Context: an optimization exercise on an open-source flow, tuned for a short achievable clock period and few clock cycles. The choices shown serve that exercise and are no tape-out recipe.
Only simulation tests tie the RTL to the original design; equivalence was not proved.
Power and IR drop assume default switching activity.

// mips_core
module mips_core (
    input             clock,
    input             reset,
    output     [31:2] mem_addr,
    output            mem_we,
    output      [3:0] mem_be,      
    output     [31:0] mem_wdata,
    input      [31:0] mem_rdata
);
    localparam L_B = 3'd0, L_H = 3'd1, L_WL = 3'd2, L_W = 3'd3, L_BU = 3'd4,
               L_HU = 3'd5, L_WR = 3'd6;
    localparam S_B = 3'd0, S_H = 3'd1, S_WL = 3'd2, S_W = 3'd3, S_WR = 3'd4;
    localparam B_EQ = 3'd0, B_NE = 3'd1, B_LEZ = 3'd2, B_GTZ = 3'd3,
               B_LTZ = 3'd4, B_GEZ = 3'd5;
    reg [31:2] maddr;
    reg        o_we;
    reg  [3:0] o_be;
    reg [31:0] o_wdata;
    reg [31:2] fpc;
    reg        d_valid;
    reg [31:0] d_ir;
    reg [31:2] d_pc1;       
    reg [31:2] d_pc2;       
    reg [31:18] d_hi_p1;    
    reg [31:18] d_hi_m1;    
    reg        e_wr;         
    reg  [4:0] e_dst;
    reg [31:0] e_a;
    reg [31:0] e_b;
    reg [31:0] e_rt;
    reg  [4:0] e_shamt;
    reg        e_s_add, e_s_sub, e_s_and, e_s_or, e_s_xor, e_s_nor,
               e_s_slt, e_s_sltu, e_s_sll, e_s_srl, e_s_sra, e_s_b, e_s_one;
    reg        e_ovadd, e_ovsub;
    reg        e_late;       
    reg        e_memop;      
    reg        e_store;
    reg  [2:0] e_lkind;
    reg  [2:0] e_skind;
    reg        e_br;         
    reg  [2:0] e_bkind;
    reg        e_pred;       
    reg        e_jr;         
    reg [31:2] e_alt;        
    reg        m_memop;
    reg        m_load;
    reg        m_wr;
    reg  [4:0] m_dst;
    reg [31:0] m_val;
    reg [31:0] m_rt;
    reg  [1:0] m_ba;
    reg  [2:0] m_lkind;
    reg        w_wr;
    reg        w_load;
    reg  [4:0] w_dst;
    reg [31:0] w_val;
    reg [31:0] w_raw;
    reg [31:0] w_rt;
    reg  [1:0] w_ba;
    reg  [2:0] w_lkind;
    assign mem_addr  = maddr;
    assign mem_we    = o_we;
    assign mem_be    = o_be;
    assign mem_wdata = o_wdata;
    wire [31:0] ins = d_ir;
    wire  [5:0] op  = ins[31:26];
    wire  [5:0] fn  = ins[5:0];
    wire  [4:0] rs  = ins[25:21];
    wire  [4:0] rt  = ins[20:16];
    wire  [4:0] rd  = ins[15:11];
    wire [31:0] simm = {{16{ins[15]}}, ins[15:0]};
    wire [31:0] zimm = {16'd0, ins[15:0]};
    reg        d_wr;
    reg  [4:0] d_dst;
    reg        d_use_rs, d_use_rt;
  ...
Size: about 1600 flip-flops, about 100 I/O pins, ~88000 sq um of cells after synthesis.
export LEC_CHECK = 0
export CAP_MARGIN = 20
export CORE_MARGIN = 2
export CORE_UTILIZATION = 40
export SLEW_MARGIN = 20
create_clock -name core_clock -period 10.0 [get_ports {clock}]
standard.sh (not shown) runs the stock make flow with config.mk's settings and CLKGATE_MAP_FILE= SYNTH_SCRIPT=/design/flow/synth_recipe.tcl, a recipe that flattens the netlist after the stock synthesis.
==> flow/flow/run.sh <==
#!/bin/bash
# The standard ORFS layout (the standard.sh: standard synthesis, floorplan,
# placement, CTS, routing), with timing repair asked to aim for a 3.2 ns
# period: ORFS only repairs paths whose slack is below SETUP_SLACK_MARGIN, so
# at the design's 10 ns clock its default effort stops well short of what
# the design can reach. Slew and capacitance repair aim further below the
# library limits, so that the heavier timing repair leaves no violation.
# The clock, constraints and everything else are the standard flow's.
# make's full output goes to standard.log here; ORFS keeps each step's own
# log under orfs/logs.
set -euo pipefail
bash standard.sh SETUP_SLACK_MARGIN=6.8 SLEW_MARGIN=40 CAP_MARGIN=40 finish > standard.log 2>&1
The baseline ran to the end with no violations.
Testbench counts at the start, summed over its fixed seeds: cycles 30,161.
Then changed:
--- a/flow/design.v
+++ b/flow/design.v
@@ -279,21 +279,30 @@
     wire  [4:0] sh_old  = d_varshift ? va_old[4:0] : ins[10:6];
     wire [31:0] nx_a  = ({32{fe_a & e_s_add}} & sum) | ({32{fe_a & e_s_sub}} & diff) |
                         ({32{fe_a}} & ex_other) | {31'd0, fe_a & ex_cmp} | ({32{~fe_a}} & va_old);
     wire [31:0] nx_b  = ({32{fb_sel & e_s_add}} & sum) | ({32{fb_sel & e_s_sub}} & diff) |
                         ({32{fb_sel}} & ex_other) | {31'd0, fb_sel & ex_cmp} | ({32{~fb_sel}} & b_old);
     wire [31:0] nx_rt = ({32{fe_b & e_s_add}} & sum) | ({32{fe_b & e_s_sub}} & diff) |
                         ({32{fe_b}} & ex_other) | {31'd0, fe_b & ex_cmp} | ({32{~fe_b}} & vb_old);
     wire  [4:0] nx_sh = ({5{fs_sel & e_s_add}} & sum[4:0]) | ({5{fs_sel & e_s_sub}} & diff[4:0]) |
                         ({5{fs_sel}} & ex_other[4:0]) | {4'd0, fs_sel & ex_cmp} | ({5{~fs_sel}} & sh_old);
-    wire load_use = d_valid & e_late & e_wr &
-                    ((d_use_rs & (e_dst == rs)) | (d_use_rt & (e_dst == rt)));
-    wire fetch_ok = ~m_memop;
+    wire load_use = d_valid & ((e_late & e_wr &
+                    ((d_use_rs & (e_dst == rs)) | (d_use_rt & (e_dst == rt)))) |
+                    (m_load & m_wr &
+                    ((d_use_rs & (m_dst == rs)) | (d_use_rt & (m_dst == rt)))));
+    localparam IC_N = 3;
+    reg  [31:IC_N+2] ic_tag [0:(1<<IC_N)-1];
+    reg       [31:0] ic_word [0:(1<<IC_N)-1];
+    reg  [(1<<IC_N)-1:0] ic_valid;
+    wire [IC_N-1:0] ic_idx  = fpc[IC_N+1:2];
+    reg             f_hit;
+    wire     [31:0] f_word  = m_memop ? ic_word[ic_idx] : mem_rdata;
+    wire fetch_ok = ~m_memop | f_hit;
     wire adv      = fetch_ok & ~load_use;
     wire [16:0] br_lo     = {1'b0, d_pc1[17:2]} + {1'b0, ins[15:0]};
     wire [31:18] br_hi    = (br_lo[16] == ins[15]) ? d_pc1[31:18] :
                             br_lo[16] ? d_hi_p1 : d_hi_m1;
     wire [31:2] br_target = {br_hi, br_lo[15:0]};
     wire [31:2] j_target  = {d_pc1[31:28], ins[25:0]};
     wire        d_back    = ins[15];
     wire        d_edep    = e_wr & ((d_use_rs & (e_dst == rs)) | (d_use_rt & (e_dst == rt)));
     wire        d_eq      = (va_old == vb_old);
@@ -308,54 +317,75 @@
         B_GTZ:   d_taken = ~d_neg & ~d_zero;
         B_LTZ:   d_taken = d_neg;
         default: d_taken = ~d_neg;
         endcase
     end
     wire        d_bpred   = d_back;
     wire        d_ptaken  = d_valid & (d_j | (d_br & d_bpred));
     wire [31:2] d_ptarget = d_j ? j_target : br_target;
     wire [31:2] fpc1  = fpc + 30'd1;
+    wire [IC_N-1:0] ic_idx1 = fpc1[IC_N+1:2];
+    wire            ic_hit1 = ic_valid[ic_idx1] & (ic_tag[ic_idx1] == fpc1[31:IC_N+2]) &
+                              ~(o_we & (maddr[IC_N+1:2] == ic_idx1));
+    wire            f_hit_n = redirect ? 1'b0 :
+                              adv ? (~d_ptaken & ic_hit1) :
+                              (~m_memop | (f_hit & ~(o_we & (maddr[IC_N+1:2] == ic_idx))));
     wire [31:2] fpc_n = redirect ? redir_addr :
                         (adv & d_ptaken) ? d_ptarget :
                         adv ? fpc1 : fpc;
     integer i;
     always @(posedge clock) begin
         if (reset) begin
             for (i = 1; i < 32; i = i + 1)
                 regs[i] <= 32'd0;
         end else if (w_wr) begin
             regs[w_dst] <= wb_val;
         end
     end
     always @(posedge clock) begin
         if (reset) begin
             fpc     <= 30'd0;
+            f_hit   <= 1'b0;
             maddr   <= 30'd0;
             o_we    <= 1'b0;
             o_be    <= 4'd0;
         end else begin
             fpc     <= fpc_n;
+            f_hit   <= f_hit_n;
             maddr   <= e_memop ? sum[31:2] : fpc_n;
             o_we    <= e_store;
             o_be    <= e_store ? st_be : 4'd0;
         end
         o_wdata <= st_data;
     end
     always @(posedge clock) begin
         if (reset) begin
+            ic_valid <= {(1<<IC_N){1'b0}};
+        end else if (m_memop) begin
+            if (o_we) ic_valid[maddr[IC_N+1:2]] <= 1'b0;
+        end else begin
+            ic_valid[ic_idx] <= 1'b1;
+        end
+        if (!m_memop) begin
+            ic_tag[ic_idx]  <= fpc[31:IC_N+2];
+            ic_word[ic_idx] <= mem_rdata;
+        end
+    end
+    always @(posedge clock) begin
+        if (reset) begin
             d_valid <= 1'b0;
         end else if (redirect) begin
             if (adv) d_valid <= 1'b0;
         end else if (adv) begin
             d_valid <= 1'b1;
         end
         if (adv) begin
-            d_ir <= mem_rdata;
+            d_ir <= f_word;
             d_pc1 <= fpc1;
             d_pc2 <= fpc + 30'd2;
             d_hi_p1 <= fpc1[31:18] + 14'd1;
             d_hi_m1 <= fpc1[31:18] - 14'd1;
         end
     end
     wire go = adv & d_valid;
     always @(posedge clock) begin
         if (reset || !go) begin
Now the flow completed and failed the layout checks on max-capacitance violations, max-slew violations.
Register-to-register slack degrades by 0.05 ns.
Via count came out higher by about a fifth.
Die area came out higher by about a fifth.
Non-clock buffer count came out higher by 303.
Setup slack degrades by 0.046 ns.
Sequential share of layout area came out higher by 2.5 points.
Utilization came out higher by 1.2 points.
Clock power came out higher by a quarter to a third.
Area after synthesis came out higher by about a fifth.
First-iteration DRC count came out higher by well over a third.
Total power came out higher by a quarter to a third.
Testbench counts after the change, summed over its fixed seeds: cycles 29,450.

-- separate check: timing with driven ports --
How much do the figures lean on ideal ports? The routed layouts below were timed once more, with nothing changed but the port constraints.
Step 1 assumes that a clkbuf_16 drives the clock port and a buf_2 every other input.
Step 2, shift: input delay + t, output delay - t, t = (earliest + latest rising clock arrival at the registers) / 2. This alone moves slack from input paths to output paths.
a / b / c = no drivers / after step 1 / after step 2; a / b = the first two.
run	shift t [ns]	setup slack, ns	worst setup path at the end	slew at the worst register clock pin (ns)	pins driven straight from the clock port
the first run	0.923	6.223 / 6.223 / 5.895	input to register	0.07 / 0.07	1
the second run	0.991	6.178 / 6.178 / 5.673	input to register	0.08 / 0.08	1
For the second run, which loses most, drivers alone change the setup slack by 0.000 ns; drivers and shift together by -0.505 ns.
